What follows belongs to an exercise in optimizing a design on an open flow for small area and a short achievable clock period; a production flow would make more cautious choices.
No run shown here included a check of the RTL's function; only the layout flow was run.
Power figures rest on the tool's default switching activity, not on a simulated workload.

==> flow/design.v (outline; a module is shown in full before it is edited, if it fits) <==
// module ksa_inv: 5 lines
// module ksa_nand2: 5 lines
// module ksa_nor2: 5 lines
// module ksa_nand3: 5 lines
// module ksa_nand4: 5 lines
// module ksa_and2: 5 lines
// module ksa_and3: 5 lines
// module ksa_xor2: 5 lines
// module ksa_xnor2: 5 lines
// module ksa_aoi21: 5 lines
// module ksa_oai21: 5 lines
// module ksa_fa: 7 lines
// module ksa_ha: 6 lines
// module VKSA_blocks: 263 lines
// module VKSA_256: 2379 lines
// module VKSA_256_top: 21 lines
module VKSA_256_top (in_clk, in_A, in_B, in_CI, out_S, out_CO);
  // ...
==> flow/flow/run.sh <==
#!/bin/bash
# Standard synthesis and layout, but with plain buffers on the ports
# (buffer_ports would otherwise pick clkdlybuf4s50_1, a slow delay cell).
set -euo pipefail
bash standard.sh synth > synth.log 2>&1
bash standard.sh "BUFFER_PORTS_ARGS=-buffer_cell ${PORT_BUF:-sky130_fd_sc_hd__buf_1}" finish > layout.log 2>&1
==> flow/standard.sh <==
#!/bin/bash
# synth_recipe.tcl (not shown) runs the flow's synth.tcl, then flattens the netlist and writes it again
# the make line also repeats each setting of config.mk as NAME=value (left out here)
make -C /OpenROAD-flow-scripts/flow DESIGN_CONFIG=/design/flow/config.mk WORK_HOME=/design/flow/orfs CLKGATE_MAP_FILE= SYNTH_SCRIPT=/design/flow/synth_recipe.tcl "${@:-finish}"
==> flow/config.mk <==
export PLATFORM = sky130hd
export DESIGN_NAME = VKSA_256_top
export DESIGN_NICKNAME = VKSA_256_top
export VERILOG_FILES = /design/flow/design.v
export SDC_FILE = /design/flow/constraint.sdc
export NUM_CORES = 4
export LEC_CHECK = 0
export CAP_MARGIN = 20
export CORE_MARGIN = 2
export CORE_UTILIZATION = 40
export SLEW_MARGIN = 20
export SYNTH_HIERARCHICAL = 1
==> flow/constraint.sdc <==
create_clock -name core_clock -period 5.5 [get_ports {in_clk}]
set_input_delay 1.1000 -clock core_clock [delete_from_list [all_inputs] [get_ports {in_clk}]]
set_output_delay 1.1000 -clock core_clock [all_outputs]
set_load 0.01 [all_outputs]
==> reports/metrics.cfg, run 1 <==
[grt]
use_met3_pct = 4.654
use_met2_pct = 45.76
antenna_found_initial = 3
track_usage_pct = 25.26
grt_max_degree = 15

[worst_setup_path]
cp_max_fo = 7
crit_buf_inv = 2
worstPathArrival_ps = 3820
critPathKind = flip-flop to flip-flop
critPathRequiredTime_ps = 5980
crit_end = out_S[239]
cp_cell_sequence = nand4_1 > inv_1 > nand2_1 > o21ai_1 > inv_1 > o21ai_1 > a21oi_2 > o21ai_1 > nand2_1 > xnor2_1
cpMaxStageDelayCell = o21ai_1

[finish]
buffer_area_share_pct = 9.799
final_area_sq_um = 29570
diodes = 2
synthToLayoutAreaGrowth_pct = 24.01
regArea_sq_um = 11550

[pwr]
pg_comb_mw = 2.42
powerClk_mw = 3.84
power_frac_clock_pct = 32.5

[synthesis]
netlist_area_sq_um = 23850
synthAdderAreaFrac_pct = 19.51
synth_compound_area_share_pct = 9.429
ys_ff_latch = 577
synthesis.nets = 2916
ys_types = 15
synth_edf_count = 0
synth_area_per_cell_sq_um = 11.11

[placed_design]
placement.cell_area_sq_um = 27680

[floorplanning]
coreArea_sq_um = 59020
start_util_pct = 40.40
die_y_um = 248.2

[timing]
fmax_ghz = 0.2997
rsz0062_at_grt = no
tns_ps = 0
clock_skew_ps = 17.28
finalSetupViolations = 0
finalMaxSlewViolations = 0

[clock_network]
cts-root-buf = clkbuf_16
htreeDepth = 2
post_cts_buffers = 0

[detailed_routing]
wl_met1_mm = 31.80
dr.pass1.iters = 5

[run_status]
status = finished clean

==> run 2, diff against run 1 <==
--- a/flow/config.mk
+++ b/flow/config.mk
@@ -8,5 +8,6 @@
 export CAP_MARGIN = 20
 export CORE_MARGIN = 2
 export CORE_UTILIZATION = 40
+export SETUP_SLACK_MARGIN = 3.2
 export SLEW_MARGIN = 20
 export SYNTH_HIERARCHICAL = 1
==> run 2 against run 1 <==
Net effect: still clean; synthesized area did not move; clock skew down 2.7 ps; synthesized cell count stayed put; cell count grew 1.2%; count of clock-buffer cells in the layout down 8; fmax increased by 45%; first-iteration DRC count shrank 26%; sequential cell count unchanged; register-to-register slack improved by 1000 ps; utilization rose by 6.0 points; design area increased by 12%; setup slack better by 1000 ps; largest cell class unchanged; highest routed layer is now met4.
==> reports/metrics.cfg, run 2 <==
[placed_design]
dp_hpwl_mm = 70.90
placedCellCount = 3686
place.gp.congestion = 1.025
port_buffers = 770

[synthesis]
yosys.area_share.simple_pct = 11.66
ys_types = 15  ; unchanged
synth.largest_area_cell = dfxtp_1
synth_edf_count = 0  ; unchanged
synthAdderAreaFrac_pct = 19.51  ; unchanged
synth_top_area_share_pct = 48.44
synthMuxAreaShare_pct = 0
synthesis.nets = 2916  ; unchanged
synth_area_per_cell_sq_um = 11.11  ; unchanged
synth_top_flop_cell = dfxtp_1
yosysMostFrequentCell = dfxtp_1
synth-xor-area-share_pct = 9.256
synth_commonest_cells = dfxtp_1 (577), nand2_1 (297), fa_1 (193)
ys.warnings.count = 7
synth_top_cells_by_area = dfxtp_1 (48%), fa_1 (16%), a21oi_2 (6.3%)
async_flop_share_pct = 0
netlist_instances = 2146
synth_top_family_by_area = adder cells
netlist_area_sq_um = 23850  ; unchanged
ys_seq_area_share_pct = 48.44
synth_compound_area_share_pct = 9.429  ; unchanged
ys_ff_latch = 577  ; unchanged

[worst_setup_path]
cp_max_fo = 5  ; -2
cp_cell_sequence = nand4_1 > inv_2 > nand2_2 > nor2_4 > nand2_1 > o21ai_4 > a21oi_4 > o21ai_4 > buf_12 > nand2_1 > xnor2_1
r2r-start = r_bs[26]
crit_start = r_bs[26]
cp-start-kind = flip-flop
cp-end-kind = flip-flop
reg2regPathDepth = 11
critPathRequiredTime_ps = 6010  ; +30 ps
cpMaxStageDelayCell = dfxtp_1
critPathKind = flip-flop to flip-flop
rrSetupSlack_ps = 3200
worstPathArrival_ps = 2810  ; -1010 ps
crit_path_max_incr_delay_ps = 370
r2r-end = out_S[229]
crit_end = out_S[229]

[run]
max-cap-violations = 0

[pwr]
p_leak_nw = 12.07
vdd_drop_max_uv = 282.1
p_per_area_nw_per_um2 = 375.2

[clock_network]
cts-root-buf = clkbuf_16
numClockSinks = 577
cts_buffers = 59
clk_pin_slew_ps = 60
cts_buffer_depth = 3
cts_tree = done
ctsHoldBuffers = 0
htreeDepth = 2  ; unchanged
clock_latency_ps = 610

[finish]
diodes = 0  ; -2
final_cells = 3840
mostFrequentLayoutCell = buf_1
synthToLayoutAreaGrowth_pct = 38.95
mostFrequentLayoutCells = buf_1 (760), dfxtp_1 (549), nand2_1 (228)
drive_gt1_share_pct = 29.38
layout.nets = 3791
top_regs = out_S (256), r_bs (256), r_bg (64)

[detailed_routing]
dr.pass1.iters = 7  ; +2
wl_mm = 82.30
drc = 0
drt_iter0_markers = 660
via_per_inst = 4.797
vias = 18420
postRouteAntennaNets = 0
wl_per_cell_um = 21.43

[timing]
worst_pin_slew_ps = 379.1
finalCritPeriodShare_pct = 41.81
clock_skew_ps = 14.59  ; -2.685 ps
slew_headroom_pct = 74.72
rsz0062_at_grt = yes
fmax_ghz = 0.4349  ; +45%
finalMaxSlewViolations = 0  ; unchanged
finalSetupViolations = 0  ; unchanged
hold_viol = 0
tns_ps = 0  ; unchanged
period_minus_slack_ps = 2299

[grt]
track_usage_pct = 25.79  ; +0.52 points
grt_pass1_wl_mm = 115.7
grt_overflow = 0
antenna_found_initial = 0  ; -3
first_global_vias = 19280
grt_max_degree = 15  ; unchanged

[floorplanning]
coreArea_sq_um = 59020  ; unchanged
num_rows = 89
dieWidth_um = 248.2
die-area_sq_um = 61580
ios = 771
start_util_pct = 40.40  ; unchanged
die_y_um = 248.2  ; unchanged

[hold_path]
hold_path_class = flip-flop to flip-flop

[run_status]
status = finished clean

==> run 2: repair_timing <==
action	in CTS	in global routing
gates resized for setup	207	271
endpoints found under the setup margin	192	150
hold endpoints to repair	0	0
setup buffers	18	29
gates cloned	0	0
pin swaps	28	50
==> run 2: final cells by class <==
type                            count  area (sq um)
Fill cell                        5231         25890
Multi-Input combinational cell   1465         14860
Sequential cell                   577         11590
Timing Repair Buffer              818          3304
Clock buffer                       79          1674
Tap cell                          773         967.2
Inverter                          100         375.4
Clock inverter                     28         364.1
==> run 2: kinds of logic (layout without fill, tap and decap cells) <==
group           count (synthesis)  after routing
xor+xnor                      252            252
fa+ha+maj                     256            256
simple gates                  636            636
compound gates                321            321
flops                         577            577
buf+inv                       104           1025
==> run 2: through the flow <==
stage | area (sq um) | setup WS, ps | util, % | hold slack (ps) | power [mW]
6_report | 33130 | 3201 | 56.14 | 326.2 | 12.43
5_1_grt | 33130 | 3139 | 56.14 | 342.7 | 13.04
4_1_cts | 31990 | 3125 | 54.21 | 327.6 | 12.48
3_5_place_dp | 28950 | 2154 | 49.05 | 313.6 | 8.179
3_3_place_gp | 28950 | 2241 | 49.05 | 310.9 | 8.159
2_1_floorplan | 25110 | 2783 | - | 399.7 | 6.785
==> run 2: metal layers <==
metal  vias to the layer above  routed length, um  track usage (%)
li1                       8782                  -                -
met1                      8899              31150            29.36
met2                       596              42770            46.61
met3                       144               5146            5.732
met4                         0               3241            10.50
met5                         -                  0                0
==> run 2: worst min path at each step <==
stage / start / end / cells past startpoint
after floorplan: r_bs[0] / out_S[0] / 1
after global placement: r_bs[2] / out_S[2] / 0
after detailed placement: r_bs[2] / out_S[2] / 0
after CTS: r_bs[2] / out_S[2] / 0
after global routing: r_bs[1] / out_S[1] / 0
final: r_bs[2] / out_S[2] / 0
==> run 2: power by group <==
part           internal (mW)  total (mW)  leakage [nW]  switching, mW
clock network           2.50        4.15         0.995           1.65
registers               5.05        5.54          4.87          0.494
logic                   1.10        2.74          6.21           1.64
total                   8.65        12.4          12.1           3.78
==> run 2: modules after synthesis, one instance, submodules excluded, a selection <==
| module | times used | area, sq um | cells | flip-flops and latches |
|---|---|---|---|---|
| ksa_nor2 | 171 | 3.754 | 1 | 0 |
| ksa_ha | 63 | 12.51 | 1 | 0 |
| ksa_nand4 | 63 | 6.256 | 1 | 0 |
| ksa_nand2 | 297 | 3.754 | 1 | 0 |
| VKSA_256 | 1 | 30.03 | 4 | 0 |
| ksa_and2 | 42 | 6.256 | 1 | 0 |
| ksa_xnor2 | 147 | 8.758 | 1 | 0 |
| ksa_and3 | 42 | 6.256 | 1 | 0 |
| VKSA_256_top | 1 | 11550 | 577 | 577 |
| ksa_aoi21 | 171 | 8.758 | 1 | 0 |
| ksa_xor2 | 105 | 8.758 | 1 | 0 |
| ksa_inv | 100 | 3.754 | 1 | 0 |
| ksa_fa | 193 | 20.02 | 1 | 0 |
| ksa_nand3 | 21 | 5.005 | 1 | 0 |
| ksa_oai21 | 150 | 5.005 | 1 | 0 |
==> run 2: worst max-delay path, delay by kind of cell (launching register included) <==
| family | cells | cell delay, ps |
|---|---|---|
| flip-flops | 1 | 370 |
| XOR/XNOR | 1 | 230 |
| AO/OA/AOI/OAI | 3 | 540 |
| buffers and inverters | 2 | 290 |
| AND/OR/NAND/NOR | 5 | 750 |

-- afterwards: timing with drivers on the ports --
No port has a modelled driver above. Below, the same layouts with a new extraction and two added sets of constraints.
Step 1: set_driving_cell puts a clkbuf_16 on in_clk and a buf_2 on each other input, an assumption about the parent block.
Step 2, shift: input delay + t, output delay - t, t = (earliest + latest rising clock arrival at the registers) / 2. This alone moves slack from input paths to output paths.
a / b / c = no drivers / after step 1 / after step 2; a / b = the first two.
| run | shift t [ns] | slack for setup (ns) | slew at the worst register clock pin (ns) |
|---|---|---|---|
| run 1 | 0.663 | 2.163 / 2.163 / 2.163 | 0.07 / 0.07 |
| run 2 | 0.673 | 3.201 / 3.178 / 2.578 | 0.07 / 0.07 |
After both steps every run listed still meets setup and hold. For run 2, which loses most, drivers alone change the setup slack by -0.023 ns; drivers and shift together by -0.623 ns.
